Background: an optimization exercise with open tools, aiming at small area. Do not read the settings as production practice.
Function was checked by simulation only, so behaviour that the tests miss may differ from the original.
Power is estimated from default activity; no workload was simulated.

==> flow/design.v (outline; a module is shown in full before it is edited, if it fits) <==
// module Font_rom: 366 lines
// module SincronizadorVGA: 85 lines
// module ImpresionDatos: 45 lines
// module Interfaz: 130 lines
module Interfaz(
    input wire clk,reset,
    input wire instrucciones,ProgramarCrono,ring,
    input wire inicioSecuencia,
    input wire [7:0] datoRTC,
    input wire [7:0] cursor,
    input wire Escribir,
    output wire  [11:0] rgbO,
    output wire hsync,vsync,
    output wire video_on,
    input wire [7:0] datos0,datos1,datos2,datos3,datos4,datos5,datos6,datos7,datos8,
    datos9,datos10,
    output wire [9:0] pixelx, pixely,
    output wire [17:0] rom_addrGraficos,
    input wire [11:0] datoGraficos
    );
  // ...
==> flow/run.sh <==
#!/bin/bash
# synth_recipe.tcl (not shown) runs the flow's synth.tcl, then flattens the netlist and writes it again
# the make line also repeats each setting of config.mk as NAME=value (left out here)
make -C /OpenROAD-flow-scripts/flow DESIGN_CONFIG=/design/flow/config.mk WORK_HOME=/design/flow/orfs CLKGATE_MAP_FILE= SYNTH_SCRIPT=/design/flow/synth_recipe.tcl finish
==> flow/config.mk <==
export PLATFORM = sky130hd
export DESIGN_NAME = Interfaz
export DESIGN_NICKNAME = Interfaz
export VERILOG_FILES = /design/flow/design.v
export SDC_FILE = /design/flow/constraint.sdc
export NUM_CORES = 4
export LEC_CHECK = 0
export CAP_MARGIN = 20
export CORE_MARGIN = 2
export CORE_UTILIZATION = 40
export SLEW_MARGIN = 20
export SYNTH_MEMORY_MAX_BITS = 32768
==> flow/constraint.sdc <==
create_clock -name core_clock -period 10.0 [get_ports {clk}]
set_input_delay 2.0000 -clock core_clock [delete_from_list [all_inputs] [get_ports {clk}]]
set_output_delay 2.0000 -clock core_clock [all_outputs]
set_load 0.01 [all_outputs]
==> results.toml, run 1 <==
[outcome]
status = "timing/DRC/antenna clean"

[place]
io_buffers = 164
postPlaceCellArea_um2 = 18600
dp.cells = 2771
gp_congestion = 1.09

[clock_tree]
cts_tree = "yes"
cts_resized = 0
clk_pin_slew_ps = 80
clock-sinks = 150

[finish]
layout.nets = 2429
dominant_cells = "multi-input combinational cells"
finalNonFillerCells = 2803
multi_input_area_um2 = 11500
multi_input_comb_cells = 1812

[critical_path]
required_ps = 10300
crit_chain = "buf_4 -> clkinv_1 -> ha_1 -> buf_4 -> nand2b_1 -> a211oi_1 -> nor4_1 -> buf_4 -> o41ai_1 -> o311ai_1 -> a311oi_2 -> nand4_1 -> nor4_1 -> o22ai_1 -> ha_1 -> mux2i_1 -> a2bb2oi_1"
cp_max_fo = 37

[worst_hold_path]
min_from = "SincronizadorVGA_unit.mod4_reg[0]$_DFF_PP0_"
min_path_cells = 1

[sta]
fin_crit_ps = 6740
setup_tns_ps = 0

[synthesis]
synthSimpleGateAreaFrac_pct = 29.7
yosysMostFrequentCell = "nand2_1"
synth_edf_count = 97

[global_route]
grtUsageMet1_pct = 50.0
grt_busiest_layer = "met2"
met2_usage_pct = 53.4

[drt]
drtPass1Iterations = 6
==> module SincronizadorVGA, before the edit <==
module SincronizadorVGA(
  input wire clk,reset,
  output wire hsync,vsync,video_on,
  output wire [9:0] pixelx,pixely
  );
localparam HD=10'd640;  
localparam HF=10'd48; 
localparam HB=10'd16; 
localparam HR=10'd96; 
localparam VD=10'd480; 
localparam VF=10'd10; 
localparam VB=10'd33; 
localparam VR=10'd2; 
reg [1:0] mod4_reg;  
reg [9:0] hcount_reg,hcount_next; 
reg [9:0] vcount_reg,vcount_next; 
reg vsync_reg,hsync_reg;
wire vsync_next,hsync_next;
wire h_end,v_end; 
reg pixel_tick;
always @(posedge clk,posedge reset)
if (reset) 
begin
vcount_reg<=0;
hcount_reg<=0;
vsync_reg<=1'b0;
hsync_reg<=1'b0;
end
else 
begin
vcount_reg<=vcount_next;
hcount_reg<=hcount_next;
vsync_reg<=vsync_next;
hsync_reg<=hsync_next;
end
always @(posedge clk,posedge reset)
if (reset)
begin
pixel_tick<=0;
mod4_reg<=2'b00;
end
else if (mod4_reg== 2'b11) 
begin
pixel_tick<=0;
mod4_reg<=2'b00;
end
else 
begin
if (mod4_reg== 2'b10)
begin
pixel_tick<=~pixel_tick;  
mod4_reg<=mod4_reg+1;
end
else
begin
pixel_tick<=0;
mod4_reg<=mod4_reg+1;
end
end
assign h_end=(hcount_reg==(HD+HF+HB+HR-1)); 
assign v_end=(vcount_reg==(VD+VF+VB+VR-1)); 
always @*
if (pixel_tick) 
if (h_end)  
hcount_next=0;
else
hcount_next=hcount_reg+1; 
else
hcount_next=hcount_reg; 
always @*
if (pixel_tick & h_end) 
if (v_end)  
vcount_next=0;
else
vcount_next=vcount_reg+1; 
else
vcount_next=vcount_reg;  
assign hsync_next=~(hcount_reg>=(HD+HB) && hcount_reg<=(HD+HB+HR-1));
assign vsync_next=~(vcount_reg>=(VD+VB-23) && vcount_reg<=(VD+VB+VR-1-23));
assign video_on=(hcount_reg<HD) && (vcount_reg<VD); 
assign hsync=hsync_reg;
assign vsync=vsync_reg;
assign pixelx=hcount_reg;
assign pixely=vcount_reg;
endmodule
==> run 2, diff against run 1 <==
==> flow/design.v (replaced) <==
module Font_rom(
  input wire [5:0] code,
  input wire [3:0] row,
  output reg [7:0] data
  );
always @*
  case ({code, row})
    10'h002: data = 8'b01111100;  
    10'h003: data = 8'b11000110;  
    10'h004: data = 8'b11000110;  
    10'h005: data = 8'b11001110;  
    10'h006: data = 8'b11011110;  
    10'h007: data = 8'b11110110;  
    10'h008: data = 8'b11100110;  
    10'h009: data = 8'b11000110;  
    10'h00a: data = 8'b11000110;  
    10'h00b: data = 8'b01111100;  
    10'h012: data = 8'b00011000;  
    10'h013: data = 8'b00111000;  
    10'h014: data = 8'b01111000;  
    10'h015: data = 8'b00011000;  
    10'h016: data = 8'b00011000;  
    10'h017: data = 8'b00011000;  
    10'h018: data = 8'b00011000;  
    10'h019: data = 8'b00011000;  
    10'h01a: data = 8'b00011000;  
    10'h01b: data = 8'b01111110;  
    10'h022: data = 8'b01111100;  
    10'h023: data = 8'b11000110;  
    10'h024: data = 8'b00000110;  
    10'h025: data = 8'b00001100;  
    10'h026: data = 8'b00011000;  
    10'h027: data = 8'b00110000;  
    10'h028: data = 8'b01100000;  
    10'h029: data = 8'b11000000;  
    10'h02a: data = 8'b11000110;  
    10'h02b: data = 8'b11111110;  
    10'h032: data = 8'b01111100;  
    10'h033: data = 8'b11000110;  
    10'h034: data = 8'b00000110;  
    10'h035: data = 8'b00000110;  
    10'h036: data = 8'b00111100;  
    10'h037: data = 8'b00000110;  
    10'h038: data = 8'b00000110;  
    10'h039: data = 8'b00000110;  
    10'h03a: data = 8'b11000110;  
    10'h03b: data = 8'b01111100;  
    10'h042: data = 8'b00001100;  
    10'h043: data = 8'b00011100;  
    10'h044: data = 8'b00111100;  
    10'h045: data = 8'b01101100;  
    10'h046: data = 8'b11001100;  
    10'h047: data = 8'b11111110;  
    10'h048: data = 8'b00001100;  
    10'h049: data = 8'b00001100;  
    10'h04a: data = 8'b00001100;  
    10'h04b: data = 8'b00011110;  
    10'h052: data = 8'b11111110;  
    10'h053: data = 8'b11000000;  
    10'h054: data = 8'b11000000;  
    10'h055: data = 8'b11000000;  
    10'h056: data = 8'b11111100;  
    10'h057: data = 8'b00000110;  
    10'h058: data = 8'b00000110;  
    10'h059: data = 8'b00000110;  
    10'h05a: data = 8'b11000110;  
    10'h05b: data = 8'b01111100;  
    10'h062: data = 8'b00111000;  
    10'h063: data = 8'b01100000;  
    10'h064: data = 8'b11000000;  
    10'h065: data = 8'b11000000;  
    10'h066: data = 8'b11111100;  
    10'h067: data = 8'b11000110;  
    10'h068: data = 8'b11000110;  
    10'h069: data = 8'b11000110;  
    10'h06a: data = 8'b11000110;  
    10'h06b: data = 8'b01111100;  
    10'h072: data = 8'b11111110;  
    10'h073: data = 8'b11000110;  
    10'h074: data = 8'b00000110;  
    10'h075: data = 8'b00000110;  
    10'h076: data = 8'b00001100;  
    10'h077: data = 8'b00011000;  
    10'h078: data = 8'b00110000;  
    10'h079: data = 8'b00110000;  
    10'h07a: data = 8'b00110000;  
    10'h07b: data = 8'b00110000;  
    10'h082: data = 8'b01111100;  
    10'h083: data = 8'b11000110;  
    10'h084: data = 8'b11000110;  
    10'h085: data = 8'b11000110;  
    10'h086: data = 8'b01111100;  
    10'h087: data = 8'b11000110;  
    10'h088: data = 8'b11000110;  
    10'h089: data = 8'b11000110;  
    10'h08a: data = 8'b11000110;  
    10'h08b: data = 8'b01111100;  
    10'h092: data = 8'b01111100;  
    10'h093: data = 8'b11000110;  
    10'h094: data = 8'b11000110;  
    10'h095: data = 8'b11000110;  
    10'h096: data = 8'b01111110;  
    10'h097: data = 8'b00000110;  
    10'h098: data = 8'b00000110;  
    10'h099: data = 8'b00000110;  
    10'h09a: data = 8'b00001100;  
    10'h09b: data = 8'b01111000;  
    10'h0a4: data = 8'b00011000;  
    10'h0a5: data = 8'b00011000;  
    10'h0a9: data = 8'b00011000;  
    10'h0aa: data = 8'b00011000;  
    10'h0b4: data = 8'b00011000;  
    10'h0b5: data = 8'b00011000;  
    10'h0b9: data = 8'b00011000;  
    10'h0ba: data = 8'b00011000;  
    10'h0bb: data = 8'b00110000;  
    10'h0c3: data = 8'b00000110;  
    10'h0c4: data = 8'b00001100;  
    10'h0c5: data = 8'b00011000;  
    10'h0c6: data = 8'b00110000;  
    10'h0c7: data = 8'b01100000;  
    10'h0c8: data = 8'b00110000;  
    10'h0c9: data = 8'b00011000;  
    10'h0ca: data = 8'b00001100;  
    10'h0cb: data = 8'b00000110;  
    10'h0d5: data = 8'b01111110;  
    10'h0d8: data = 8'b01111110;  
    10'h0e3: data = 8'b01100000;  
    10'h0e4: data = 8'b00110000;  
    10'h0e5: data = 8'b00011000;  
    10'h0e6: data = 8'b00001100;  
    10'h0e7: data = 8'b00000110;  
    10'h0e8: data = 8'b00001100;  
    10'h0e9: data = 8'b00011000;  
    10'h0ea: data = 8'b00110000;  
    10'h0eb: data = 8'b01100000;  
    10'h0f2: data = 8'b01111100;  
    10'h0f3: data = 8'b11000110;  
    10'h0f4: data = 8'b11000110;  
    10'h0f5: data = 8'b00001100;  
    10'h0f6: data = 8'b00011000;  
    10'h0f7: data = 8'b00011000;  
    10'h0f8: data = 8'b00011000;  
    10'h0fa: data = 8'b00011000;  
    10'h0fb: data = 8'b00011000;  
    10'h110: data = 8'b11111111;  
    10'h111: data = 8'b11111111;  
    10'h112: data = 8'b11111111;  
    10'h113: data = 8'b11111111;  
    10'h114: data = 8'b11111111;  
    10'h115: data = 8'b11111111;  
    10'h116: data = 8'b11111111;  
    10'h117: data = 8'b11111111;  
    10'h118: data = 8'b11111111;  
    10'h119: data = 8'b11111111;  
    10'h11a: data = 8'b11111111;  
    10'h11b: data = 8'b11111111;  
    10'h11c: data = 8'b11111111;  
    10'h11d: data = 8'b11111111;  
    10'h11e: data = 8'b11111111;  
    10'h11f: data = 8'b11111111;  
    10'h125: data = 8'b00111100;  
    10'h126: data = 8'b01100110;  
    10'h127: data = 8'b01000010;  
    10'h128: data = 8'b01000010;  
    10'h129: data = 8'b01100110;  
    10'h12a: data = 8'b00111100;  
    10'h134: data = 8'b00010000;  
    10'h135: data = 8'b00111000;  
    10'h136: data = 8'b00111000;  
    10'h137: data = 8'b01111100;  
    10'h138: data = 8'b01111100;  
    10'h139: data = 8'b11111110;  
    10'h13a: data = 8'b11111110;  
    10'h144: data = 8'b11111110;  
    10'h145: data = 8'b11111110;  
    10'h146: data = 8'b01111100;  
    10'h147: data = 8'b01111100;  
    10'h148: data = 8'b00111000;  
    10'h149: data = 8'b00111000;  
    10'h14a: data = 8'b00010000;  
    10'h152: data = 8'b00010000;  
    10'h153: data = 8'b00111000;  
    10'h154: data = 8'b01101100;  
    10'h155: data = 8'b11000110;  
    10'h156: data = 8'b11000110;  
    10'h157: data = 8'b11111110;  
    10'h158: data = 8'b11000110;  
    10'h159: data = 8'b11000110;  
    10'h15a: data = 8'b11000110;  
    10'h15b: data = 8'b11000110;  
    10'h162: data = 8'b11111100;  
    10'h163: data = 8'b01100110;  
    10'h164: data = 8'b01100110;  
    10'h165: data = 8'b01100110;  
    10'h166: data = 8'b01111100;  
    10'h167: data = 8'b01100110;  
    10'h168: data = 8'b01100110;  
    10'h169: data = 8'b01100110;  
    10'h16a: data = 8'b01100110;  
    10'h16b: data = 8'b11111100;  
    10'h172: data = 8'b00111100;  
    10'h173: data = 8'b01100110;  
    10'h174: data = 8'b11000010;  
    10'h175: data = 8'b11000000;  
    10'h176: data = 8'b11000000;  
    10'h177: data = 8'b11000000;  
    10'h178: data = 8'b11000000;  
    10'h179: data = 8'b11000010;  
    10'h17a: data = 8'b01100110;  
    10'h17b: data = 8'b00111100;  
    10'h182: data = 8'b11111000;  
    10'h183: data = 8'b01101100;  
    10'h184: data = 8'b01100110;  
    10'h185: data = 8'b01100110;  
    10'h186: data = 8'b01100110;  
    10'h187: data = 8'b01100110;  
    10'h188: data = 8'b01100110;  
    10'h189: data = 8'b01100110;  
    10'h18a: data = 8'b01101100;  
    10'h18b: data = 8'b11111000;  
    10'h192: data = 8'b11111110;  
    10'h193: data = 8'b01100110;  
    10'h194: data = 8'b01100010;  
    10'h195: data = 8'b01101000;  
    10'h196: data = 8'b01111000;  
    10'h197: data = 8'b01101000;  
    10'h198: data = 8'b01100000;  
    10'h199: data = 8'b01100010;  
    10'h19a: data = 8'b01100110;  
    10'h19b: data = 8'b11111110;  
    10'h1a2: data = 8'b11000110;  
    10'h1a3: data = 8'b11000110;  
    10'h1a4: data = 8'b11000110;  
    10'h1a5: data = 8'b11000110;  
    10'h1a6: data = 8'b11111110;  
    10'h1a7: data = 8'b11000110;  
    10'h1a8: data = 8'b11000110;  
    10'h1a9: data = 8'b11000110;  
    10'h1aa: data = 8'b11000110;  
    10'h1ab: data = 8'b11000110;  
    10'h1b2: data = 8'b00111100;  
    10'h1b3: data = 8'b00011000;  
    10'h1b4: data = 8'b00011000;  
    10'h1b5: data = 8'b00011000;  
    10'h1b6: data = 8'b00011000;  
    10'h1b7: data = 8'b00011000;  
    10'h1b8: data = 8'b00011000;  
    10'h1b9: data = 8'b00011000;  
    10'h1ba: data = 8'b00011000;  
    10'h1bb: data = 8'b00111100;  
    10'h1c2: data = 8'b11000011;  
    10'h1c3: data = 8'b11100111;  
    10'h1c4: data = 8'b11111111;  
    10'h1c5: data = 8'b11111111;  
    10'h1c6: data = 8'b11011011;  
    10'h1c7: data = 8'b11000011;  
    10'h1c8: data = 8'b11000011;  
    10'h1c9: data = 8'b11000011;  
    10'h1ca: data = 8'b11000011;  
    10'h1cb: data = 8'b11000011;  
    10'h1d2: data = 8'b11000110;  
    10'h1d3: data = 8'b11100110;  
    10'h1d4: data = 8'b11110110;  
    10'h1d5: data = 8'b11111110;  
    10'h1d6: data = 8'b11011110;  
    10'h1d7: data = 8'b11001110;  
    10'h1d8: data = 8'b11000110;  
    10'h1d9: data = 8'b11000110;  
    10'h1da: data = 8'b11000110;  
    10'h1db: data = 8'b11000110;  
    10'h1e2: data = 8'b01111100;  
    10'h1e3: data = 8'b11000110;  
    10'h1e4: data = 8'b11000110;  
    10'h1e5: data = 8'b11000110;  
    10'h1e6: data = 8'b11000110;  
    10'h1e7: data = 8'b11000110;  
    10'h1e8: data = 8'b11000110;  
    10'h1e9: data = 8'b11000110;  
    10'h1ea: data = 8'b11000110;  
    10'h1eb: data = 8'b01111100;  
    10'h1f2: data = 8'b11111100;  
    10'h1f3: data = 8'b01100110;  
    10'h1f4: data = 8'b01100110;  
    10'h1f5: data = 8'b01100110;  
    10'h1f6: data = 8'b01111100;  
    10'h1f7: data = 8'b01100000;  
    10'h1f8: data = 8'b01100000;  
    10'h1f9: data = 8'b01100000;  
    10'h1fa: data = 8'b01100000;  
    10'h1fb: data = 8'b11110000;  
    10'h202: data = 8'b01111100;  
    10'h203: data = 8'b11000110;  
    10'h204: data = 8'b11000110;  
    10'h205: data = 8'b11000110;  
    10'h206: data = 8'b11000110;  
    10'h207: data = 8'b11000110;  
    10'h208: data = 8'b11000110;  
    10'h209: data = 8'b11010110;  
    10'h20a: data = 8'b11011110;  
    10'h20b: data = 8'b01111100;  
    10'h20c: data = 8'b00001100;  
    10'h20d: data = 8'b00001110;  
    10'h212: data = 8'b11111100;  
    10'h213: data = 8'b01100110;  
    10'h214: data = 8'b01100110;  
    10'h215: data = 8'b01100110;  
    10'h216: data = 8'b01111100;  
    10'h217: data = 8'b01101100;  
    10'h218: data = 8'b01100110;  
    10'h219: data = 8'b01100110;  
    10'h21a: data = 8'b01100110;  
    10'h21b: data = 8'b11100110;  
    10'h222: data = 8'b01111100;  
    10'h223: data = 8'b11000110;  
    10'h224: data = 8'b11000110;  
    10'h225: data = 8'b01100000;  
    10'h226: data = 8'b00111000;  
    10'h227: data = 8'b00001100;  
    10'h228: data = 8'b00000110;  
    10'h229: data = 8'b11000110;  
    10'h22a: data = 8'b11000110;  
    10'h22b: data = 8'b01111100;  
    10'h232: data = 8'b11111111;  
    10'h233: data = 8'b11011011;  
    10'h234: data = 8'b10011001;  
    10'h235: data = 8'b00011000;  
    10'h236: data = 8'b00011000;  
    10'h237: data = 8'b00011000;  
    10'h238: data = 8'b00011000;  
    10'h239: data = 8'b00011000;  
    10'h23a: data = 8'b00011000;  
    10'h23b: data = 8'b00111100;  
    10'h242: data = 8'b11000110;  
    10'h243: data = 8'b11000110;  
    10'h244: data = 8'b11000110;  
    10'h245: data = 8'b11000110;  
    10'h246: data = 8'b11000110;  
    10'h247: data = 8'b11000110;  
    10'h248: data = 8'b11000110;  
    10'h249: data = 8'b11000110;  
    10'h24a: data = 8'b11000110;  
    10'h24b: data = 8'b01111100;  
    10'h252: data = 8'b11000011;  
    10'h253: data = 8'b11000011;  
    10'h254: data = 8'b11000011;  
    10'h255: data = 8'b11000011;  
    10'h256: data = 8'b11000011;  
    10'h257: data = 8'b11011011;  
    10'h258: data = 8'b11011011;  
    10'h259: data = 8'b11111111;  
    10'h25a: data = 8'b01100110;  
    10'h25b: data = 8'b01100110;  
    10'h262: data = 8'b11111111;  
    10'h263: data = 8'b11000011;  
    10'h264: data = 8'b10000110;  
    10'h265: data = 8'b00001100;  
    10'h266: data = 8'b00011000;  
    10'h267: data = 8'b00110000;  
    10'h268: data = 8'b01100000;  
    10'h269: data = 8'b11000001;  
    10'h26a: data = 8'b11000011;  
    10'h26b: data = 8'b11111111;  
    default: data = 8'b00000000;
  endcase
endmodule
`timescale 1ns / 1ps
module SincronizadorVGA(
  input wire clk,reset,
  output wire hsync,vsync,video_on,
  output wire [9:0] pixelx,pixely
  );
function automatic ge(input [9:0] a, input [9:0] c);
  integer i;
  reg r;
  begin
    r = 1'b1;
    for (i = 0; i < 10; i = i + 1)
      r = c[i] ? (a[i] & r) : (a[i] | r);
    ge = r;
  end
endfunction
reg [1:0] mod4_reg;
reg [9:0] hcount_reg, vcount_reg;
reg vsync_reg, hsync_reg;
wire pixel_tick = &mod4_reg;
wire h_end = (hcount_reg == 10'd799);
wire v_end = (vcount_reg == 10'd524);
always @(posedge clk, posedge reset)
  if (reset) begin
    mod4_reg <= 2'b00;
    hcount_reg <= 10'd0;
    vcount_reg <= 10'd0;
    hsync_reg <= 1'b0;
    vsync_reg <= 1'b0;
  end else begin
    mod4_reg <= mod4_reg + 2'd1;
    if (pixel_tick) begin
      hcount_reg <= h_end ? 10'd0 : hcount_reg + 10'd1;
      if (h_end)
        vcount_reg <= v_end ? 10'd0 : vcount_reg + 10'd1;
    end
    hsync_reg <= ~(ge(hcount_reg, 10'd656) & ~ge(hcount_reg, 10'd752));
    vsync_reg <= ~(vcount_reg[9:1] == 9'd245);
  end
assign video_on = ~ge(hcount_reg, 10'd640) & ~ge(vcount_reg, 10'd480);
assign hsync = hsync_reg;
assign vsync = vsync_reg;
assign pixelx = hcount_reg;
assign pixely = vcount_reg;
endmodule
module ImpresionDatos(
  input wire [9:0] x, y,
  input wire I,
  output wire fg_big,    
  output wire fg_txt,    
  output wire isdig,     
  output wire [5:0] tval,  
  output reg [2:0] bgcolor
  );
function automatic ge(input [9:0] a, input [9:0] c);
  integer i;
  reg r;
  begin
    r = 1'b1;
    for (i = 0; i < 10; i = i + 1)
      r = c[i] ? (a[i] & r) : (a[i] | r);
    ge = r;
  end
endfunction
reg [3:0] band;
always @*
  if ((ge(y, 10'd16) & ~ge(y, 10'd30))) band = 4'd1; else if ((ge(y, 10'd80) & ~ge(y, 10'd96))) band = 4'd2; else if ((y == 10'd96)) band = 4'd3; else if ((ge(y, 10'd97) & ~ge(y, 10'd112))) band = 4'd4; else if ((y == 10'd112)) band = 4'd5; else if ((ge(y, 10'd113) & ~ge(y, 10'd129))) band = 4'd6; else if ((ge(y, 10'd418) & ~ge(y, 10'd429))) band = 4'd7; else if ((ge(y, 10'd434) & ~ge(y, 10'd447))) band = 4'd8; else if ((ge(y, 10'd450) & ~ge(y, 10'd462))) band = 4'd9; else band = 4'd0;
wire x7 = &x[2:0];
reg [8:0] t;  
always @*
  case ({band, x[9:3], x7})
    12'h148: t = 9'h122;
    12'h149: t = 9'h122;
    12'h14a: t = 9'h119;
    12'h14b: t = 9'h119;
    12'h14c: t = 9'h11c;
    12'h14d: t = 9'h11c;
    12'h14e: t = 9'h115;
    12'h14f: t = 9'h115;
    12'h150: t = 9'h11d;
    12'h151: t = 9'h11d;
    12'h152: t = 9'h115;
    12'h153: t = 9'h115;
    12'h155: t = 9'h14f;
    12'h156: t = 9'h14f;
    12'h157: t = 9'h14e;
    12'h158: t = 9'h14e;
    12'h23c: t = 9'h1a2;
    12'h23d: t = 9'h1a2;
    12'h23e: t = 9'h1a5;
    12'h23f: t = 9'h1a5;
    12'h240: t = 9'h180;
    12'h241: t = 9'h180;
    12'h242: t = 9'h190;
    12'h243: t = 9'h190;
    12'h244: t = 9'h1a1;
    12'h245: t = 9'h1a1;
    12'h246: t = 9'h199;
    12'h247: t = 9'h199;
    12'h248: t = 9'h1a2;
    12'h249: t = 9'h1a2;
    12'h24a: t = 9'h199;
    12'h24b: t = 9'h199;
    12'h24c: t = 9'h1a3;
    12'h24d: t = 9'h1a3;
    12'h25e: t = 9'h196;
    12'h25f: t = 9'h196;
    12'h260: t = 9'h1a3;
    12'h261: t = 9'h1a3;
    12'h262: t = 9'h193;
    12'h263: t = 9'h193;
    12'h264: t = 9'h190;
    12'h265: t = 9'h190;
    12'h266: t = 9'h1a2;
    12'h267: t = 9'h1a2;
    12'h268: t = 9'h1a4;
    12'h269: t = 9'h1a4;
    12'h26a: t = 9'h19c;
    12'h26b: t = 9'h19c;
    12'h26c: t = 9'h195;
    12'h26d: t = 9'h195;
    12'h26e: t = 9'h190;
    12'h26f: t = 9'h190;
    12'h270: t = 9'h181;
    12'h271: t = 9'h181;
    12'h280: t = 9'h196;
    12'h281: t = 9'h196;
    12'h282: t = 9'h1a3;
    12'h283: t = 9'h1a3;
    12'h284: t = 9'h18e;
    12'h285: t = 9'h18e;
    12'h286: t = 9'h190;
    12'h287: t = 9'h190;
    12'h288: t = 9'h198;
    12'h289: t = 9'h198;
    12'h28a: t = 9'h199;
    12'h28b: t = 9'h199;
    12'h28c: t = 9'h1a1;
    12'h28d: t = 9'h1a1;
    12'h28e: t = 9'h199;
    12'h28f: t = 9'h199;
    12'h290: t = 9'h197;
    12'h291: t = 9'h197;
    12'h292: t = 9'h19a;
    12'h293: t = 9'h19a;
    12'h294: t = 9'h195;
    12'h295: t = 9'h195;
    12'h306: t = 9'h122;
    12'h307: t = 9'h122;
    12'h308: t = 9'h125;
    12'h309: t = 9'h125;
    12'h30a: t = 9'h103;
    12'h30b: t = 9'h103;
    12'h30c: t = 9'h110;
    12'h30d: t = 9'h110;
    12'h30e: t = 9'h11b;
    12'h30f: t = 9'h11b;
    12'h310: t = 9'h11d;
    12'h311: t = 9'h11d;
    12'h312: t = 9'h123;
    12'h313: t = 9'h123;
    12'h314: t = 9'h121;
    12'h315: t = 9'h121;
    12'h316: t = 9'h124;
    12'h317: t = 9'h124;
    12'h318: t = 9'h117;
    12'h319: t = 9'h117;
    12'h31a: t = 9'h117;
    12'h31b: t = 9'h117;
    12'h31c: t = 9'h11b;
    12'h31d: t = 9'h11b;
    12'h31e: t = 9'h11e;
    12'h31f: t = 9'h11e;
    12'h320: t = 9'h11d;
    12'h321: t = 9'h11d;
    12'h322: t = 9'h119;
    12'h323: t = 9'h119;
    12'h324: t = 9'h122;
    12'h325: t = 9'h122;
    12'h33c: t = 9'h1a2;
    12'h33d: t = 9'h1a2;
    12'h33e: t = 9'h1a5;
    12'h33f: t = 9'h1a5;
    12'h340: t = 9'h180;
    12'h341: t = 9'h180;
    12'h342: t = 9'h190;
    12'h343: t = 9'h190;
    12'h344: t = 9'h1a1;
    12'h345: t = 9'h1a1;
    12'h346: t = 9'h199;
    12'h347: t = 9'h199;
    12'h348: t = 9'h1a2;
    12'h349: t = 9'h1a2;
    12'h34a: t = 9'h199;
    12'h34b: t = 9'h199;
    12'h34c: t = 9'h1a3;
    12'h34d: t = 9'h1a3;
    12'h34e: t = 9'h196;
    12'h34f: t = 9'h196;
    12'h350: t = 9'h19b;
    12'h351: t = 9'h19b;
    12'h352: t = 9'h1a1;
    12'h353: t = 9'h1a1;
    12'h35e: t = 9'h196;
    12'h35f: t = 9'h196;
    12'h360: t = 9'h1a3;
    12'h361: t = 9'h1a3;
    12'h362: t = 9'h193;
    12'h363: t = 9'h193;
    12'h364: t = 9'h190;
    12'h365: t = 9'h190;
    12'h366: t = 9'h1a2;
    12'h367: t = 9'h1a2;
    12'h368: t = 9'h1a4;
    12'h369: t = 9'h1a4;
    12'h36a: t = 9'h19c;
    12'h36b: t = 9'h19c;
    12'h36c: t = 9'h195;
    12'h36d: t = 9'h195;
    12'h36e: t = 9'h190;
    12'h36f: t = 9'h190;
    12'h370: t = 9'h181;
    12'h371: t = 9'h181;
    12'h372: t = 9'h181;
    12'h373: t = 9'h181;
    12'h380: t = 9'h196;
    12'h381: t = 9'h196;
    12'h382: t = 9'h1a3;
    12'h383: t = 9'h1a3;
    12'h384: t = 9'h18e;
    12'h385: t = 9'h18e;
    12'h386: t = 9'h190;
    12'h387: t = 9'h190;
    12'h388: t = 9'h198;
    12'h389: t = 9'h198;
    12'h38a: t = 9'h199;
    12'h38b: t = 9'h199;
    12'h38c: t = 9'h1a1;
    12'h38d: t = 9'h1a1;
    12'h38e: t = 9'h199;
    12'h38f: t = 9'h199;
    12'h390: t = 9'h197;
    12'h391: t = 9'h197;
    12'h392: t = 9'h19a;
    12'h393: t = 9'h19a;
    12'h394: t = 9'h195;
    12'h395: t = 9'h195;
    12'h396: t = 9'h19d;
    12'h397: t = 9'h19d;
    12'h398: t = 9'h19e;
    12'h399: t = 9'h19e;
    12'h406: t = 9'h122;
    12'h407: t = 9'h122;
    12'h408: t = 9'h125;
    12'h409: t = 9'h125;
    12'h40a: t = 9'h103;
    12'h40b: t = 9'h103;
    12'h40c: t = 9'h110;
    12'h40d: t = 9'h110;
    12'h40e: t = 9'h11b;
    12'h40f: t = 9'h11b;
    12'h410: t = 9'h11d;
    12'h411: t = 9'h11d;
    12'h412: t = 9'h123;
    12'h413: t = 9'h123;
    12'h414: t = 9'h121;
    12'h415: t = 9'h121;
    12'h416: t = 9'h124;
    12'h417: t = 9'h124;
    12'h418: t = 9'h117;
    12'h419: t = 9'h117;
    12'h41a: t = 9'h117;
    12'h41b: t = 9'h117;
    12'h41c: t = 9'h11b;
    12'h41d: t = 9'h11b;
    12'h41e: t = 9'h11e;
    12'h41f: t = 9'h11e;
    12'h420: t = 9'h11d;
    12'h421: t = 9'h11d;
    12'h422: t = 9'h119;
    12'h423: t = 9'h119;
    12'h424: t = 9'h122;
    12'h425: t = 9'h122;
    12'h43c: t = 9'h1a2;
    12'h43d: t = 9'h1a2;
    12'h43e: t = 9'h1a5;
    12'h43f: t = 9'h1a5;
    12'h440: t = 9'h181;
    12'h441: t = 9'h181;
    12'h442: t = 9'h190;
    12'h443: t = 9'h190;
    12'h444: t = 9'h199;
    12'h445: t = 9'h199;
    12'h446: t = 9'h1a2;
    12'h447: t = 9'h1a2;
    12'h448: t = 9'h197;
    12'h449: t = 9'h197;
    12'h44a: t = 9'h1a1;
    12'h44b: t = 9'h1a1;
    12'h44c: t = 9'h19b;
    12'h44d: t = 9'h19b;
    12'h44e: t = 9'h196;
    12'h44f: t = 9'h196;
    12'h450: t = 9'h19b;
    12'h451: t = 9'h19b;
    12'h452: t = 9'h1a1;
    12'h453: t = 9'h1a1;
    12'h45e: t = 9'h196;
    12'h45f: t = 9'h196;
    12'h460: t = 9'h1a3;
    12'h461: t = 9'h1a3;
    12'h462: t = 9'h194;
    12'h463: t = 9'h194;
    12'h464: t = 9'h190;
    12'h465: t = 9'h190;
    12'h466: t = 9'h1a1;
    12'h467: t = 9'h1a1;
    12'h468: t = 9'h199;
    12'h469: t = 9'h199;
    12'h46a: t = 9'h1a2;
    12'h46b: t = 9'h1a2;
    12'h46c: t = 9'h1a3;
    12'h46d: t = 9'h1a3;
    12'h46e: t = 9'h195;
    12'h46f: t = 9'h195;
    12'h470: t = 9'h190;
    12'h471: t = 9'h190;
    12'h472: t = 9'h181;
    12'h473: t = 9'h181;
    12'h480: t = 9'h196;
    12'h481: t = 9'h196;
    12'h482: t = 9'h1a3;
    12'h483: t = 9'h1a3;
    12'h484: t = 9'h192;
    12'h485: t = 9'h192;
    12'h486: t = 9'h190;
    12'h487: t = 9'h190;
    12'h488: t = 9'h195;
    12'h489: t = 9'h195;
    12'h48a: t = 9'h197;
    12'h48b: t = 9'h197;
    12'h48c: t = 9'h1a3;
    12'h48d: t = 9'h1a3;
    12'h48e: t = 9'h190;
    12'h48f: t = 9'h190;
    12'h490: t = 9'h197;
    12'h491: t = 9'h197;
    12'h492: t = 9'h1a1;
    12'h493: t = 9'h1a1;
    12'h494: t = 9'h19e;
    12'h495: t = 9'h19e;
    12'h496: t = 9'h19d;
    12'h497: t = 9'h19d;
    12'h498: t = 9'h19e;
    12'h499: t = 9'h19e;
    12'h506: t = 9'h122;
    12'h507: t = 9'h122;
    12'h508: t = 9'h125;
    12'h509: t = 9'h125;
    12'h50a: t = 9'h103;
    12'h50b: t = 9'h103;
    12'h50c: t = 9'h110;
    12'h50d: t = 9'h110;
    12'h50e: t = 9'h11b;
    12'h50f: t = 9'h11b;
    12'h510: t = 9'h11d;
    12'h511: t = 9'h11d;
    12'h512: t = 9'h123;
    12'h513: t = 9'h123;
    12'h514: t = 9'h121;
    12'h515: t = 9'h121;
    12'h516: t = 9'h124;
    12'h517: t = 9'h124;
    12'h518: t = 9'h117;
    12'h519: t = 9'h117;
    12'h51a: t = 9'h117;
    12'h51b: t = 9'h117;
    12'h51c: t = 9'h11b;
    12'h51d: t = 9'h11b;
    12'h51e: t = 9'h11e;
    12'h51f: t = 9'h11e;
    12'h520: t = 9'h11d;
    12'h521: t = 9'h11d;
    12'h522: t = 9'h119;
    12'h523: t = 9'h119;
    12'h524: t = 9'h122;
    12'h525: t = 9'h122;
    12'h53c: t = 9'h1a2;
    12'h53d: t = 9'h1a2;
    12'h53e: t = 9'h1a5;
    12'h53f: t = 9'h1a5;
    12'h540: t = 9'h181;
    12'h541: t = 9'h181;
    12'h542: t = 9'h190;
    12'h543: t = 9'h190;
    12'h544: t = 9'h199;
    12'h545: t = 9'h199;
    12'h546: t = 9'h1a2;
    12'h547: t = 9'h1a2;
    12'h548: t = 9'h197;
    12'h549: t = 9'h197;
    12'h54a: t = 9'h1a1;
    12'h54b: t = 9'h1a1;
    12'h54c: t = 9'h19b;
    12'h54d: t = 9'h19b;
    12'h54e: t = 9'h196;
    12'h54f: t = 9'h196;
    12'h550: t = 9'h19b;
    12'h551: t = 9'h19b;
    12'h552: t = 9'h1a1;
    12'h553: t = 9'h1a1;
    12'h55e: t = 9'h196;
    12'h55f: t = 9'h196;
    12'h560: t = 9'h1a3;
    12'h561: t = 9'h1a3;
    12'h562: t = 9'h194;
    12'h563: t = 9'h194;
    12'h564: t = 9'h190;
    12'h565: t = 9'h190;
    12'h566: t = 9'h1a1;
    12'h567: t = 9'h1a1;
    12'h568: t = 9'h199;
    12'h569: t = 9'h199;
    12'h56a: t = 9'h1a2;
    12'h56b: t = 9'h1a2;
    12'h56c: t = 9'h1a3;
    12'h56d: t = 9'h1a3;
    12'h56e: t = 9'h195;
    12'h56f: t = 9'h195;
    12'h570: t = 9'h190;
    12'h571: t = 9'h190;
    12'h572: t = 9'h181;
    12'h573: t = 9'h181;
    12'h574: t = 9'h198;
    12'h575: t = 9'h198;
    12'h576: t = 9'h195;
    12'h577: t = 9'h195;
    12'h580: t = 9'h196;
    12'h581: t = 9'h196;
    12'h582: t = 9'h1a3;
    12'h583: t = 9'h1a3;
    12'h584: t = 9'h192;
    12'h585: t = 9'h192;
    12'h586: t = 9'h190;
    12'h587: t = 9'h190;
    12'h588: t = 9'h195;
    12'h589: t = 9'h195;
    12'h58a: t = 9'h197;
    12'h58b: t = 9'h197;
    12'h58c: t = 9'h1a3;
    12'h58d: t = 9'h1a3;
    12'h58e: t = 9'h190;
    12'h58f: t = 9'h190;
    12'h590: t = 9'h197;
    12'h591: t = 9'h197;
    12'h592: t = 9'h1a1;
    12'h593: t = 9'h1a1;
    12'h594: t = 9'h19e;
    12'h595: t = 9'h19e;
    12'h596: t = 9'h19d;
    12'h597: t = 9'h19d;
    12'h598: t = 9'h19e;
    12'h599: t = 9'h19e;
    12'h63c: t = 9'h1a2;
    12'h63d: t = 9'h1a2;
    12'h63e: t = 9'h1a5;
    12'h63f: t = 9'h1a5;
    12'h640: t = 9'h182;
    12'h641: t = 9'h182;
    12'h642: t = 9'h190;
    12'h643: t = 9'h190;
    12'h644: t = 9'h19f;
    12'h645: t = 9'h19f;
    12'h646: t = 9'h1a1;
    12'h647: t = 9'h1a1;
    12'h648: t = 9'h190;
    12'h649: t = 9'h190;
    12'h64a: t = 9'h197;
    12'h64b: t = 9'h197;
    12'h64c: t = 9'h1a1;
    12'h64d: t = 9'h1a1;
    12'h64e: t = 9'h19e;
    12'h64f: t = 9'h19e;
    12'h650: t = 9'h19d;
    12'h651: t = 9'h19d;
    12'h652: t = 9'h19e;
    12'h653: t = 9'h19e;
    12'h65e: t = 9'h196;
    12'h65f: t = 9'h196;
    12'h660: t = 9'h1a3;
    12'h661: t = 9'h1a3;
    12'h662: t = 9'h18c;
    12'h663: t = 9'h18c;
    12'h664: t = 9'h190;
    12'h665: t = 9'h190;
    12'h666: t = 9'h19b;
    12'h667: t = 9'h19b;
    12'h668: t = 9'h1a6;
    12'h669: t = 9'h1a6;
    12'h66a: t = 9'h1a0;
    12'h66b: t = 9'h1a0;
    12'h66c: t = 9'h1a4;
    12'h66d: t = 9'h1a4;
    12'h66e: t = 9'h19b;
    12'h66f: t = 9'h19b;
    12'h670: t = 9'h199;
    12'h671: t = 9'h199;
    12'h672: t = 9'h1a1;
    12'h673: t = 9'h1a1;
    12'h674: t = 9'h198;
    12'h675: t = 9'h198;
    12'h676: t = 9'h195;
    12'h677: t = 9'h195;
    12'h706: t = 9'h117;
    12'h707: t = 9'h117;
    12'h708: t = 9'h121;
    12'h709: t = 9'h121;
    12'h70a: t = 9'h11e;
    12'h70b: t = 9'h11e;
    12'h70c: t = 9'h11d;
    12'h70d: t = 9'h11d;
    12'h70e: t = 9'h11e;
    12'h70f: t = 9'h11e;
    12'h710: t = 9'h11c;
    12'h711: t = 9'h11c;
    12'h712: t = 9'h119;
    12'h713: t = 9'h119;
    12'h714: t = 9'h123;
    12'h715: t = 9'h123;
    12'h716: t = 9'h121;
    12'h717: t = 9'h121;
    12'h718: t = 9'h11e;
    12'h719: t = 9'h11e;
    12'h791: t = 9'h102;
    12'h792: t = 9'h102;
    12'h793: t = 9'h100;
    12'h794: t = 9'h100;
    12'h795: t = 9'h14b;
    12'h796: t = 9'h14b;
    12'h797: t = 9'h14a;
    12'h798: t = 9'h14a;
    12'h88b: t = 9'h118;
    12'h88c: t = 9'h118;
    12'h88d: t = 9'h11b;
    12'h88e: t = 9'h11b;
    12'h88f: t = 9'h115;
    12'h890: t = 9'h115;
    12'h893: t = 9'h14d;
    12'h894: t = 9'h14d;
    12'h895: t = 9'h14c;
    12'h896: t = 9'h14c;
    12'h91a: t = 9'h155;
    12'h91b: t = 9'h155;
    12'h91c: t = 9'h154;
    12'h91d: t = 9'h154;
    12'h920: t = 9'h153;
    12'h921: t = 9'h153;
    12'h922: t = 9'h152;
    12'h923: t = 9'h152;
    12'h926: t = 9'h151;
    12'h927: t = 9'h151;
    12'h928: t = 9'h150;
    12'h929: t = 9'h150;
    12'h990: t = 9'h147;
    12'h991: t = 9'h147;
    12'h992: t = 9'h146;
    12'h993: t = 9'h146;
    12'h997: t = 9'h149;
    12'h998: t = 9'h149;
    12'h999: t = 9'h148;
    12'h99a: t = 9'h148;
    default: t = 9'h000;
  endcase
assign fg_txt = t[8] & (~t[7] | I) & ~((band == 4'd9 && x == 10'd584));
assign isdig = t[6];
assign tval = t[5:0];
assign fg_big = ((ge(x, 10'd58) & ~ge(x, 10'd123)) & (ge(y, 10'd197) & ~ge(y, 10'd297))) ||
                ((ge(x, 10'd123) & ~ge(x, 10'd183)) & (ge(y, 10'd197) & ~ge(y, 10'd297))) ||
                ((ge(x, 10'd260) & ~ge(x, 10'd324)) & (ge(y, 10'd197) & ~ge(y, 10'd296))) ||
                ((ge(x, 10'd324) & ~ge(x, 10'd389)) & (ge(y, 10'd197) & ~ge(y, 10'd296))) ||
                ((ge(x, 10'd459) & ~ge(x, 10'd524)) & (ge(y, 10'd197) & ~ge(y, 10'd297))) ||
                ((ge(x, 10'd524) & ~ge(x, 10'd588)) & (ge(y, 10'd197) & ~ge(y, 10'd297)));
reg [3:0] e;
always @*
  case (x)
    10'd29: e = 4'd0;
    10'd30: e = 4'd1;
    10'd31: e = 4'd2;
    10'd32: e = 4'd3;
    10'd33: e = 4'd4;
    10'd34: e = 4'd5;
    10'd35: e = 4'd6;
    10'd36: e = 4'd7;
    10'd206: e = 4'd7;
    10'd207: e = 4'd6;
    10'd208: e = 4'd5;
    10'd209: e = 4'd4;
    10'd210: e = 4'd3;
    10'd211: e = 4'd2;
    10'd212: e = 4'd1;
    10'd213: e = 4'd0;
    10'd229: e = 4'd0;
    10'd230: e = 4'd1;
    10'd231: e = 4'd2;
    10'd232: e = 4'd3;
    10'd233: e = 4'd4;
    10'd234: e = 4'd5;
    10'd235: e = 4'd6;
    10'd236: e = 4'd7;
    10'd406: e = 4'd7;
    10'd407: e = 4'd6;
    10'd408: e = 4'd5;
    10'd409: e = 4'd4;
    10'd410: e = 4'd3;
    10'd411: e = 4'd2;
    10'd412: e = 4'd1;
    10'd413: e = 4'd0;
    10'd429: e = 4'd0;
    10'd430: e = 4'd1;
    10'd431: e = 4'd2;
    10'd432: e = 4'd3;
    10'd433: e = 4'd4;
    10'd434: e = 4'd5;
    10'd435: e = 4'd6;
    10'd436: e = 4'd7;
    10'd606: e = 4'd7;
    10'd607: e = 4'd6;
    10'd608: e = 4'd5;
    10'd609: e = 4'd4;
    10'd610: e = 4'd3;
    10'd611: e = 4'd2;
    10'd612: e = 4'd10;
    10'd613: e = 4'd0;
    default: e = ((ge(x, 10'd29) & ~ge(x, 10'd214)) | (ge(x, 10'd229) & ~ge(x, 10'd414)) | (ge(x, 10'd429) & ~ge(x, 10'd614))) ? 4'd8 : 4'd9;
  endcase
reg [4:0] rt;
always @*
  if (~ge(y, 10'd141)) rt = 5'd0; else if ((ge(y, 10'd141) & ~ge(y, 10'd152))) rt = 5'd1; else if ((y == 10'd152)) rt = 5'd2; else if ((y == 10'd153)) rt = 5'd3; else if ((y == 10'd154)) rt = 5'd4; else if ((y == 10'd155)) rt = 5'd5; else if ((y == 10'd156)) rt = 5'd6; else if ((y == 10'd157)) rt = 5'd7; else if ((y == 10'd158)) rt = 5'd8; else if ((ge(y, 10'd159) & ~ge(y, 10'd245))) rt = 5'd9; else if ((ge(y, 10'd245) & ~ge(y, 10'd248))) rt = 5'd10; else if ((ge(y, 10'd248) & ~ge(y, 10'd334))) rt = 5'd11; else if ((y == 10'd334)) rt = 5'd12; else if ((y == 10'd335)) rt = 5'd13; else if ((y == 10'd336)) rt = 5'd14; else if ((y == 10'd337)) rt = 5'd15; else if ((ge(y, 10'd338) & ~ge(y, 10'd349))) rt = 5'd16; else if ((ge(y, 10'd349) & ~ge(y, 10'd352))) rt = 5'd17; else if ((ge(y, 10'd352) & ~ge(y, 10'd354))) rt = 5'd18; else if ((ge(y, 10'd354) & ~ge(y, 10'd473))) rt = 5'd19; else if ((ge(y, 10'd473) & ~ge(y, 10'd481))) rt = 5'd20; else if ((ge(y, 10'd481) & ~ge(y, 10'd525))) rt = 5'd21; else rt = 5'd31;
always @*
  case ({rt, e})
    9'h010: bgcolor = 3'd1;
    9'h011: bgcolor = 3'd1;
    9'h012: bgcolor = 3'd1;
    9'h013: bgcolor = 3'd1;
    9'h014: bgcolor = 3'd1;
    9'h015: bgcolor = 3'd1;
    9'h016: bgcolor = 3'd1;
    9'h017: bgcolor = 3'd1;
    9'h018: bgcolor = 3'd1;
    9'h019: bgcolor = 3'd1;
    9'h01a: bgcolor = 3'd1;
    9'h020: bgcolor = 3'd1;
    9'h021: bgcolor = 3'd1;
    9'h022: bgcolor = 3'd1;
    9'h023: bgcolor = 3'd1;
    9'h024: bgcolor = 3'd3;
    9'h025: bgcolor = 3'd5;
    9'h026: bgcolor = 3'd4;
    9'h027: bgcolor = 3'd4;
    9'h028: bgcolor = 3'd3;
    9'h029: bgcolor = 3'd1;
    9'h02a: bgcolor = 3'd1;
    9'h030: bgcolor = 3'd1;
    9'h031: bgcolor = 3'd1;
    9'h032: bgcolor = 3'd3;
    9'h033: bgcolor = 3'd4;
    9'h034: bgcolor = 3'd4;
    9'h035: bgcolor = 3'd3;
    9'h036: bgcolor = 3'd3;
    9'h037: bgcolor = 3'd3;
    9'h038: bgcolor = 3'd3;
    9'h039: bgcolor = 3'd1;
    9'h03a: bgcolor = 3'd1;
    9'h040: bgcolor = 3'd1;
    9'h041: bgcolor = 3'd1;
    9'h042: bgcolor = 3'd4;
    9'h043: bgcolor = 3'd4;
    9'h044: bgcolor = 3'd3;
    9'h045: bgcolor = 3'd3;
    9'h046: bgcolor = 3'd3;
    9'h047: bgcolor = 3'd3;
    9'h048: bgcolor = 3'd3;
    9'h049: bgcolor = 3'd1;
    9'h04a: bgcolor = 3'd1;
    9'h050: bgcolor = 3'd1;
    9'h051: bgcolor = 3'd3;
    9'h052: bgcolor = 3'd4;
    9'h053: bgcolor = 3'd3;
    9'h054: bgcolor = 3'd3;
    9'h055: bgcolor = 3'd3;
    9'h056: bgcolor = 3'd3;
    9'h057: bgcolor = 3'd3;
    9'h058: bgcolor = 3'd3;
    9'h059: bgcolor = 3'd1;
    9'h05a: bgcolor = 3'd3;
    9'h060: bgcolor = 3'd3;
    9'h061: bgcolor = 3'd5;
    9'h062: bgcolor = 3'd3;
    9'h063: bgcolor = 3'd3;
    9'h064: bgcolor = 3'd3;
    9'h065: bgcolor = 3'd3;
    9'h066: bgcolor = 3'd3;
    9'h067: bgcolor = 3'd3;
    9'h068: bgcolor = 3'd3;
    9'h069: bgcolor = 3'd1;
    9'h06a: bgcolor = 3'd5;
    9'h070: bgcolor = 3'd3;
    9'h071: bgcolor = 3'd4;
    9'h072: bgcolor = 3'd3;
    9'h073: bgcolor = 3'd3;
    9'h074: bgcolor = 3'd3;
    9'h075: bgcolor = 3'd3;
    9'h076: bgcolor = 3'd3;
    9'h077: bgcolor = 3'd3;
    9'h078: bgcolor = 3'd3;
    9'h079: bgcolor = 3'd1;
    9'h07a: bgcolor = 3'd4;
    9'h080: bgcolor = 3'd4;
    9'h081: bgcolor = 3'd4;
    9'h082: bgcolor = 3'd3;
    9'h083: bgcolor = 3'd3;
    9'h084: bgcolor = 3'd3;
    9'h085: bgcolor = 3'd3;
    9'h086: bgcolor = 3'd3;
    9'h087: bgcolor = 3'd3;
    9'h088: bgcolor = 3'd3;
    9'h089: bgcolor = 3'd1;
    9'h08a: bgcolor = 3'd4;
    9'h090: bgcolor = 3'd5;
    9'h091: bgcolor = 3'd3;
    9'h092: bgcolor = 3'd3;
    9'h093: bgcolor = 3'd3;
    9'h094: bgcolor = 3'd3;
    9'h095: bgcolor = 3'd3;
    9'h096: bgcolor = 3'd3;
    9'h097: bgcolor = 3'd3;
    9'h098: bgcolor = 3'd3;
    9'h099: bgcolor = 3'd1;
    9'h09a: bgcolor = 3'd3;
    9'h0a0: bgcolor = 3'd1;
    9'h0a1: bgcolor = 3'd1;
    9'h0a2: bgcolor = 3'd1;
    9'h0a3: bgcolor = 3'd1;
    9'h0a4: bgcolor = 3'd1;
    9'h0a5: bgcolor = 3'd1;
    9'h0a6: bgcolor = 3'd1;
    9'h0a7: bgcolor = 3'd1;
    9'h0a8: bgcolor = 3'd1;
    9'h0a9: bgcolor = 3'd1;
    9'h0aa: bgcolor = 3'd1;
    9'h0b0: bgcolor = 3'd5;
    9'h0b1: bgcolor = 3'd3;
    9'h0b2: bgcolor = 3'd3;
    9'h0b3: bgcolor = 3'd3;
    9'h0b4: bgcolor = 3'd3;
    9'h0b5: bgcolor = 3'd3;
    9'h0b6: bgcolor = 3'd3;
    9'h0b7: bgcolor = 3'd3;
    9'h0b8: bgcolor = 3'd3;
    9'h0b9: bgcolor = 3'd1;
    9'h0ba: bgcolor = 3'd5;
    9'h0c0: bgcolor = 3'd1;
    9'h0c1: bgcolor = 3'd1;
    9'h0c2: bgcolor = 3'd4;
    9'h0c3: bgcolor = 3'd4;
    9'h0c4: bgcolor = 3'd3;
    9'h0c5: bgcolor = 3'd3;
    9'h0c6: bgcolor = 3'd3;
    9'h0c7: bgcolor = 3'd3;
    9'h0c8: bgcolor = 3'd3;
    9'h0c9: bgcolor = 3'd1;
    9'h0ca: bgcolor = 3'd1;
    9'h0d0: bgcolor = 3'd1;
    9'h0d1: bgcolor = 3'd1;
    9'h0d2: bgcolor = 3'd3;
    9'h0d3: bgcolor = 3'd4;
    9'h0d4: bgcolor = 3'd4;
    9'h0d5: bgcolor = 3'd3;
    9'h0d6: bgcolor = 3'd3;
    9'h0d7: bgcolor = 3'd3;
    9'h0d8: bgcolor = 3'd3;
    9'h0d9: bgcolor = 3'd1;
    9'h0da: bgcolor = 3'd1;
    9'h0e0: bgcolor = 3'd1;
    9'h0e1: bgcolor = 3'd1;
    9'h0e2: bgcolor = 3'd1;
    9'h0e3: bgcolor = 3'd1;
    9'h0e4: bgcolor = 3'd3;
    9'h0e5: bgcolor = 3'd5;
    9'h0e6: bgcolor = 3'd4;
    9'h0e7: bgcolor = 3'd4;
    9'h0e8: bgcolor = 3'd3;
    9'h0e9: bgcolor = 3'd1;
    9'h0ea: bgcolor = 3'd1;
    9'h0f0: bgcolor = 3'd1;
    9'h0f1: bgcolor = 3'd1;
    9'h0f2: bgcolor = 3'd1;
    9'h0f3: bgcolor = 3'd1;
    9'h0f4: bgcolor = 3'd1;
    9'h0f5: bgcolor = 3'd3;
    9'h0f6: bgcolor = 3'd3;
    9'h0f7: bgcolor = 3'd4;
    9'h0f8: bgcolor = 3'd5;
    9'h0f9: bgcolor = 3'd1;
    9'h0fa: bgcolor = 3'd1;
    9'h100: bgcolor = 3'd1;
    9'h101: bgcolor = 3'd1;
    9'h102: bgcolor = 3'd1;
    9'h103: bgcolor = 3'd1;
    9'h104: bgcolor = 3'd1;
    9'h105: bgcolor = 3'd1;
    9'h106: bgcolor = 3'd1;
    9'h107: bgcolor = 3'd1;
    9'h108: bgcolor = 3'd1;
    9'h109: bgcolor = 3'd1;
    9'h10a: bgcolor = 3'd1;
    9'h120: bgcolor = 3'd1;
    9'h121: bgcolor = 3'd1;
    9'h122: bgcolor = 3'd1;
    9'h123: bgcolor = 3'd1;
    9'h124: bgcolor = 3'd1;
    9'h125: bgcolor = 3'd1;
    9'h126: bgcolor = 3'd1;
    9'h127: bgcolor = 3'd1;
    9'h128: bgcolor = 3'd1;
    9'h129: bgcolor = 3'd1;
    9'h12a: bgcolor = 3'd1;
    9'h140: bgcolor = 3'd2;
    9'h141: bgcolor = 3'd2;
    9'h142: bgcolor = 3'd2;
    9'h143: bgcolor = 3'd2;
    9'h144: bgcolor = 3'd2;
    9'h145: bgcolor = 3'd2;
    9'h146: bgcolor = 3'd2;
    9'h147: bgcolor = 3'd2;
    9'h148: bgcolor = 3'd2;
    9'h149: bgcolor = 3'd2;
    9'h14a: bgcolor = 3'd2;
    default: bgcolor = 3'd0;
  endcase
endmodule
`timescale 1ns / 1ps
module Interfaz(
    input wire clk,reset,
    input wire instrucciones,ProgramarCrono,ring,
    input wire inicioSecuencia,
    input wire [7:0] datoRTC,
    input wire [7:0] cursor,
    input wire Escribir,
    output wire  [11:0] rgbO,
    output wire hsync,vsync,
    output wire video_on,
    input wire [7:0] datos0,datos1,datos2,datos3,datos4,datos5,datos6,datos7,datos8,
    datos9,datos10,
    output wire [9:0] pixelx, pixely,
    output wire [17:0] rom_addrGraficos,
    input wire [11:0] datoGraficos
    );
function automatic ge(input [9:0] a, input [9:0] c);
  integer i;
  reg r;
  begin
    r = 1'b1;
    for (i = 0; i < 10; i = i + 1)
      r = c[i] ? (a[i] & r) : (a[i] | r);
    ge = r;
  end
endfunction
function automatic rng(input [9:0] v, input [9:0] a, input [9:0] b);
  rng = ge(v, a) & ~ge(v, b + 10'd1);
endfunction
function automatic [9:0] add10(input [9:0] a, input [9:0] b);
  integer i;
  reg c;
  begin
    c = 1'b0;
    for (i = 0; i < 10; i = i + 1) begin
      add10[i] = a[i] ^ b[i] ^ c;
      c = (a[i] & b[i]) | (c & (a[i] ^ b[i]));
    end
  end
endfunction
localparam [5:0] BLANK = 6'd16;  
localparam [5:0] BLOCK = 6'd17;  
SincronizadorVGA SincronizadorVGA_unit(
    .clk(clk),.reset(reset),
    .hsync(hsync),.vsync(vsync),.video_on(video_on),
    .pixelx(pixelx),.pixely(pixely));
wire [9:0] x = pixelx;
wire [9:0] y = pixely;
reg tick;
always @(posedge clk)
  tick <= ge(y, 10'd480);
reg cargado;
always @(posedge clk, posedge reset)
  if (reset) cargado <= 1'b0;
  else if (tick) cargado <= 1'b1;
reg [7:0] d0,d1,d2,d3,d4,d5,d6,d7,d8,d9,d10;
always @(posedge clk)
  if (tick) begin
    d0 <= datos0; d1 <= datos1; d2 <= datos2; d3 <= datos3; d4 <= datos4; d5 <= datos5;
    d6 <= datos6; d7 <= datos7; d8 <= datos8; d9 <= datos9; d10 <= datos10;
  end
wire fg_big, fg_txt, isdig;
wire [5:0] tval;
wire [2:0] bgcolor;
ImpresionDatos ImpresionDatos_unit(
    .x(x), .y(y), .I(instrucciones),
    .fg_big(fg_big), .fg_txt(fg_txt), .isdig(isdig), .tval(tval), .bgcolor(bgcolor));
wire ce = Escribir;
wire cc = Escribir | ProgramarCrono;
wire fg_cur =
    (cursor == 8'h21 && ce && rng(x, 10'd459, 10'd587) && rng(y, 10'd300, 10'd302)) ||
    (cursor == 8'h22 && ce && rng(x, 10'd260, 10'd388) && rng(y, 10'd299, 10'd301)) ||
    (cursor == 8'h23 && ce && rng(x, 10'd58, 10'd182) && rng(y, 10'd300, 10'd302)) ||
    (cursor == 8'h43 && cc && rng(x, 10'd104, 10'd120) && rng(y, 10'd463, 10'd464)) ||
    (cursor == 8'h42 && cc && rng(x, 10'd128, 10'd144) && rng(y, 10'd463, 10'd464)) ||
    (cursor == 8'h41 && cc && rng(x, 10'd152, 10'd168) && rng(y, 10'd463, 10'd464)) ||
    (cursor == 8'h28 && ce && rng(x, 10'd343, 10'd358) && rng(y, 10'd31, 10'd32)) ||
    (cursor == 8'h27 && ce && rng(x, 10'd591, 10'd606) && rng(y, 10'd448, 10'd449)) ||
    (cursor == 8'h24 && ce && rng(x, 10'd576, 10'd591) && rng(y, 10'd463, 10'd464)) ||
    (cursor == 8'h26 && ce && rng(x, 10'd599, 10'd614) && rng(y, 10'd430, 10'd431)) ||
    (cursor == 8'h25 && ce && rng(x, 10'd607, 10'd622) && rng(y, 10'd463, 10'd464));
wire [4:0] dbig = ge(x, 10'd524) ? 5'd0 : ge(x, 10'd459) ? 5'd1 : ge(x, 10'd324) ? 5'd2 :
                  ge(x, 10'd260) ? 5'd3 : ge(x, 10'd123) ? 5'd4 : 5'd5;
wire [4:0] dn = fg_big ? dbig : tval[4:0];
reg [3:0] nib;
always @*
  case (dn)
    5'd0:  nib = d0[3:0];  5'd1:  nib = d0[7:4];
    5'd2:  nib = d1[3:0];  5'd3:  nib = d1[7:4];
    5'd4:  nib = d2[3:0];  5'd5:  nib = d2[7:4];
    5'd6:  nib = d3[3:0];  5'd7:  nib = d3[7:4];
    5'd8:  nib = d4[3:0];  5'd9:  nib = d4[7:4];
    5'd10: nib = d5[3:0];  5'd11: nib = d5[7:4];
    5'd12: nib = d6[3:0];  5'd13: nib = d6[7:4];
    5'd14: nib = d7[3:0];  5'd15: nib = d7[7:4];
    5'd16: nib = d8[3:0];  5'd17: nib = d8[7:4];
    5'd18: nib = d9[3:0];  5'd19: nib = d9[7:4];
    5'd20: nib = d10[3:0]; default: nib = d10[7:4];
  endcase
wire esdigito = fg_big | isdig;
wire fg = fg_big | fg_txt | fg_cur;
wire [5:0] fgcode = esdigito ? (cargado ? {2'b00, nib} : BLANK) : (fg_txt ? tval : BLOCK);
reg [5:0] code;
reg [2:0] color_addr;
reg memInt, graficos;
reg [3:0] row_addr;
reg [2:0] f8;
reg [5:0] contadorx;
wire [5:0] kx = ~ge(x, 10'd212) ? 6'd5 : ~ge(x, 10'd412) ? 6'd60 : ~ge(x, 10'd640) ? 6'd52 : 6'd5;
wire [9:0] cx = add10({4'd0, x[5:0]}, {4'd0, kx});
wire zona_cuadros = rng(y, 10'd152, 10'd338);
always @(posedge clk) begin
  color_addr <= fg ? 3'd2 : bgcolor;
  memInt <= fg ? ~fg_txt : ge(y, 10'd152);
  graficos <= fg_big;
  if (fg) code <= fgcode;
  else if (!zona_cuadros) code <= BLOCK;
  row_addr <= y[3:0];
  if (!memInt) f8 <= x[2:0];
  contadorx <= cx[5:0];
end
wire [7:0] font_word;
Font_rom Font_memory_unit(.code(code), .row(row_addr), .data(font_word));
reg font_bit;
always @(posedge clk, posedge reset)
  if (reset) font_bit <= 1'b0;
  else font_bit <= memInt | font_word[~f8];
reg [9:0] kdig;
always @*
  case (code)
    6'd1: kdig = 10'd928;
    6'd2: kdig = 10'd6;
    6'd3: kdig = 10'd107;
    6'd4: kdig = 10'd208;
    6'd5: kdig = 10'd308;
    6'd6: kdig = 10'd409;
    6'd7: kdig = 10'd510;
    6'd8: kdig = 10'd611;
    6'd9: kdig = 10'd713;
    default: kdig = 10'd827;
  endcase
assign rom_addrGraficos = {contadorx, 2'b00, add10(y, kdig)};
reg [11:0] color;
always @*
  case (color_addr)
    3'd0: color = 12'h032;
    3'd1: color = 12'h000;
    3'd2: color = 12'hFFE;
    3'd3: color = 12'h111;
    3'd4: color = 12'h222;
    3'd5: color = 12'h333;
    3'd6: color = 12'h032;
    default: color = 12'h120;
  endcase
wire [11:0] colorMux = graficos ? datoGraficos :
                       (ring && rng(y, 10'd473, 10'd480)) ? 12'hf11 : color;
assign rgbO = (font_bit && video_on) ? colorMux : 12'h032;
endmodule
==> flow/flow/run.sh (new file) <==
#!/bin/bash
# Own layout flow: the standard ORFS flow with three changes that only affect cell area:
#  - synthesis maps the logic with an area-oriented ABC script (flow/abc_area.script) and
#    without the adder extraction pass (ADDER_MAP_FILE empty); registers are untouched;
#  - ports are buffered with sky130_fd_sc_hd__buf_1 instead of the resizer's default choice.
# Each make run writes its full output to its own log file here.
set -euo pipefail
W=$PWD
mkdir -p "$W/scripts_area"
cp -r "$FLOW_HOME/scripts/." "$W/scripts_area/"
cp "$W/flow/abc_area.script" "$W/scripts_area/abc_area.script"
bash standard.sh SCRIPTS_DIR="$W/scripts_area" ABC_AREA=1 ADDER_MAP_FILE= \
  BUFFER_PORTS_ARGS="-buffer_cell sky130_fd_sc_hd__buf_1" synth > "$W/flow_synth.log" 2>&1
bash standard.sh SCRIPTS_DIR="$W/scripts_area" ABC_AREA=1 ADDER_MAP_FILE= \
  BUFFER_PORTS_ARGS="-buffer_cell sky130_fd_sc_hd__buf_1" finish > "$W/flow_finish.log" 2>&1
==> flow/flow/abc_area.script (new file) <==
strash
ifraig
scorr
dc2
strash
&get -n
&dch -f
&nf -R 1000
&put
==> flow/standard.sh (new file) <==
#!/bin/bash
# synth_recipe.tcl (not shown) runs the flow's synth.tcl, then flattens the netlist and writes it again
# the make line also repeats each setting of config.mk as NAME=value (left out here)
make -C /OpenROAD-flow-scripts/flow DESIGN_CONFIG=/design/flow/config.mk WORK_HOME=/design/flow/orfs CLKGATE_MAP_FILE= SYNTH_SCRIPT=/design/flow/synth_recipe.tcl "${@:-finish}"
==> flow/config.mk (replaced) <==
export PLATFORM = sky130hd
export DESIGN_NAME = Interfaz
export DESIGN_NICKNAME = Interfaz
export VERILOG_FILES = /design/flow/design.v
export SDC_FILE = /design/flow/constraint.sdc
export NUM_CORES = 4
export LEC_CHECK = 0
export ABC_AREA = 1
export CAP_MARGIN = 20
export CORE_MARGIN = 2
export CORE_UTILIZATION = 60
export SLEW_MARGIN = 20
export SYNTH_MEMORY_MAX_BITS = 32768
removed: flow/run.sh
==> run 2 against run 1 <==
Cell area shrank 31%. Clock-buffer cell count is 1 lower. Setup slack worse by 1300 ps. Worst hold slack better by 24 ps. Power down 3.3%.
==> results.toml, run 2 <==
[outcome]
status = "timing/DRC/antenna clean"

[synthesis]
yosys.cell_types.count = 65
avgSynthCellArea_um2 = 7.55
synth_area_leader_cell = "edfxtp_1"
syn_area_um2 = 11500
synth_top_area_share_pct = 25.4
synthSimpleGateAreaFrac_pct = 33.7
synth_commonest_cells = "nand2_1, nor2_1, o21ai_0"
synth-xor-area-share_pct = 2.21
synth.top_cells.by_area = "edfxtp_1, nand2_1, nor2_1"
muxShareOfSynthArea_pct = 0
yosysMostFrequentCell = "nand2_1"
yosys_warnings = 4
synth_top_family_by_area = "simple AND/OR/NAND/NOR gates"
synthArstFlopShare_pct = 17.4
synth_edf_count = 97
synth-seq-cells = 149
synth_fa_ha_area_share_pct = 0.262
syn-instance-count = 1519
synth_compound_area_share_pct = 26.9
synth_flop_cell = "edfxtp_1"
seq_area_frac_synth_pct = 35.6

[sta]
hold_ws_ps = 496
fin_crit_ps = 8030
fin_crit_sh_pct = 80.3
rsz0062_at_grt = "false"
finClkSkew_ps = 14.6
slew_viol_final = 0
finalHoldViolCount = 0
finalSetupViolations = 0
fmax_mhz = 124
tightest_slew_ps = 1090
maxSlewHeadroom_pct = 26.8
setup_tns_ps = 0

[finish]
multi_input_area_um2 = 7250
layout.nets = 1846
layout-drive-gt1-share_pct = 3.23
fillers = 1503
final_common_cell = "nand2_1"
final_cell_mix = "nand2_1, nor2_1, buf_1, o21ai_0, a21oi_1"
diodes = 0
finalNonFillerCells = 1970
seqCellArea_um2 = 4090
syn_to_final_growth_pct = 14.9

[pwr]
power_frac_comb_pct = 1.8
clkPwrFrac_pct = 49.5
powerDensity_nw_per_um2 = 102
p_leak_uw = 0.00443
seqPwrFrac_pct = 48.7
ir_drop_mv = 0.124
p_switching_uw = 335
power.internal_uw = 1010
swShare_pct = 25.0

[global_route]
grt_remaining_overflow = 0
antenna_found_initial = 0
grt_max_degree = 90
grt_pass1_vias = 12900
grt_first_pass_wirelength_mm = 71.1
track_usage_pct = 45.2

[die]
dieArea_um2 = 20200
num_rows = 50
start_util_pct = 61.3
die_width_um = 142
core_um2 = 18700
die_h_um = 142
num_io_pins = 176

[critical_path]
crit_path_end_kind = "register"
crit_type = "register to register"
crit_arrival_ps = 8370
cp_max_fo = 24
worstSetupStartpointType = "register"
crit_slowest_cell = "dfrtp_1"
r2r_slack_ps = 1970
required_ps = 10340
slowest_delay_ps = 920
critPathMostFrequentCell = "nand2_1"
worst-path-buf-inv = 4
crit_family = "simple AND/OR/NAND/NOR gates"

[drt]
drtIter0Drc = 3710
routedWlPerCell_um = 23.9
vias = 14700
drc = 0
vias_per_cell = 7.49
drtPass1Iterations = 13
ant_nets = 0
routed_wl_mm = 47.1

[job]
cap_violations = 0

[clock_tree]
cts_tree = "yes"
htree_levels = 4
cts_setup_buffers = 0
cts_resized = 0
clock_path_buffers = 2
ctsHoldBuffers = 0
clock-sinks = 149
cts_buffers = 17
root_buffer = "clkbuf_16"
clock_latency_ps = 440
clk_pin_slew_ps = 70

[place]
io_buffers = 164
dp.cells = 1937
dp_hpwl_mm = 32.9
gp_congestion = 1.09

[worst_hold_path]
worst_hold_path_type = "register to register"
[run 2: cell count changes after synthesis, moves of 20 or more]
cell / change
buf_2: -39
clkbuf_1: -134
mux2i_1: -23
ha_1: -46
a21oi_1: -41
a211oi_1: -20
and2_1: -26
clkinv_1: +30
a22oi_1: -20
inv_1: -49
o21ai_0: -31
nor2_1: +31
[run 2: worst paths after layout]
kind / start / cells after the start / end
worst max register to register: SincronizadorVGA_unit.vcount_reg[7]$_DFFE_PP0P_ / 28 / register
max in group asynchronous: reset / 2 / SincronizadorVGA_unit.hcount_reg[2]$_DFFE_PP0P_
worst min register to register: SincronizadorVGA_unit.mod4_reg[0]$_DFF_PP0_ / 1 / SincronizadorVGA_unit.mod4_reg[0]$_DFF_PP0_
worst max-delay path: SincronizadorVGA_unit.vcount_reg[7]$_DFFE_PP0P_ / 28 / register
min in group asynchronous: reset / 2 / SincronizadorVGA_unit.vsync_reg$_DFF_PP0_
worst min-delay path: SincronizadorVGA_unit.mod4_reg[0]$_DFF_PP0_ / 1 / SincronizadorVGA_unit.mod4_reg[0]$_DFF_PP0_
[run 2: final cells by class]
class,instances,share of cell area [%]
multi-input cells,1335,55.0
flip-flops and latches,149,31.0
repair buffers,186,6.07
clock buffers,17,3.23
well taps,234,2.22
clock inverters,15,1.51
inverters,34,0.968
[run 2: metrics by stage]
stage               total power (uW)  utilization [%]  area, um^2  setup WS, ps
detailed placement               691             67.0       12500          2370
CTS                             1340             70.3       13200          2330
finish                          1340             70.5       13200          1970
global placement                 689             67.0       12500          2780
floorplan                        673                -       11500          4470
global route                    1370             70.5       13200          1720
[run 2: kinds of logic after synthesis]
logic type / after synthesis
other cells: 1
flops: 149
simple gates: 816
buf+inv: 36
compound gates: 485
fa+ha+maj: 3
xor+xnor: 29
[run 2: worst register-to-register path: cells and delay by family (launching register included)]
kind	cells	cell delay, ps
AOI/OAI and AO/OA	6	1450
buffers and inverters	4	660
DFF	1	920
and+or+nand+nor	18	4930
[run 2: power groups by stage]
stage	combinational, uW	sequential, uW	clock [uW]
global route	25.6	654	687
floorplan	4.46	668	0
CTS	23.3	654	662
global placement	21.6	668	0
detailed placement	23.0	668	0
finish	23.9	654	665
[run 2: routing by layer]
| metal | part of all wire, % | GRT usage (%) |
|---|---|---|
| met1 | 35 | 58.4 |
| met2 | 43 | 69.6 |
| met3 | 16 | 13.0 |
| met4 | 6.8 | 21.8 |
| met5 | 0.16 | 2.01 |
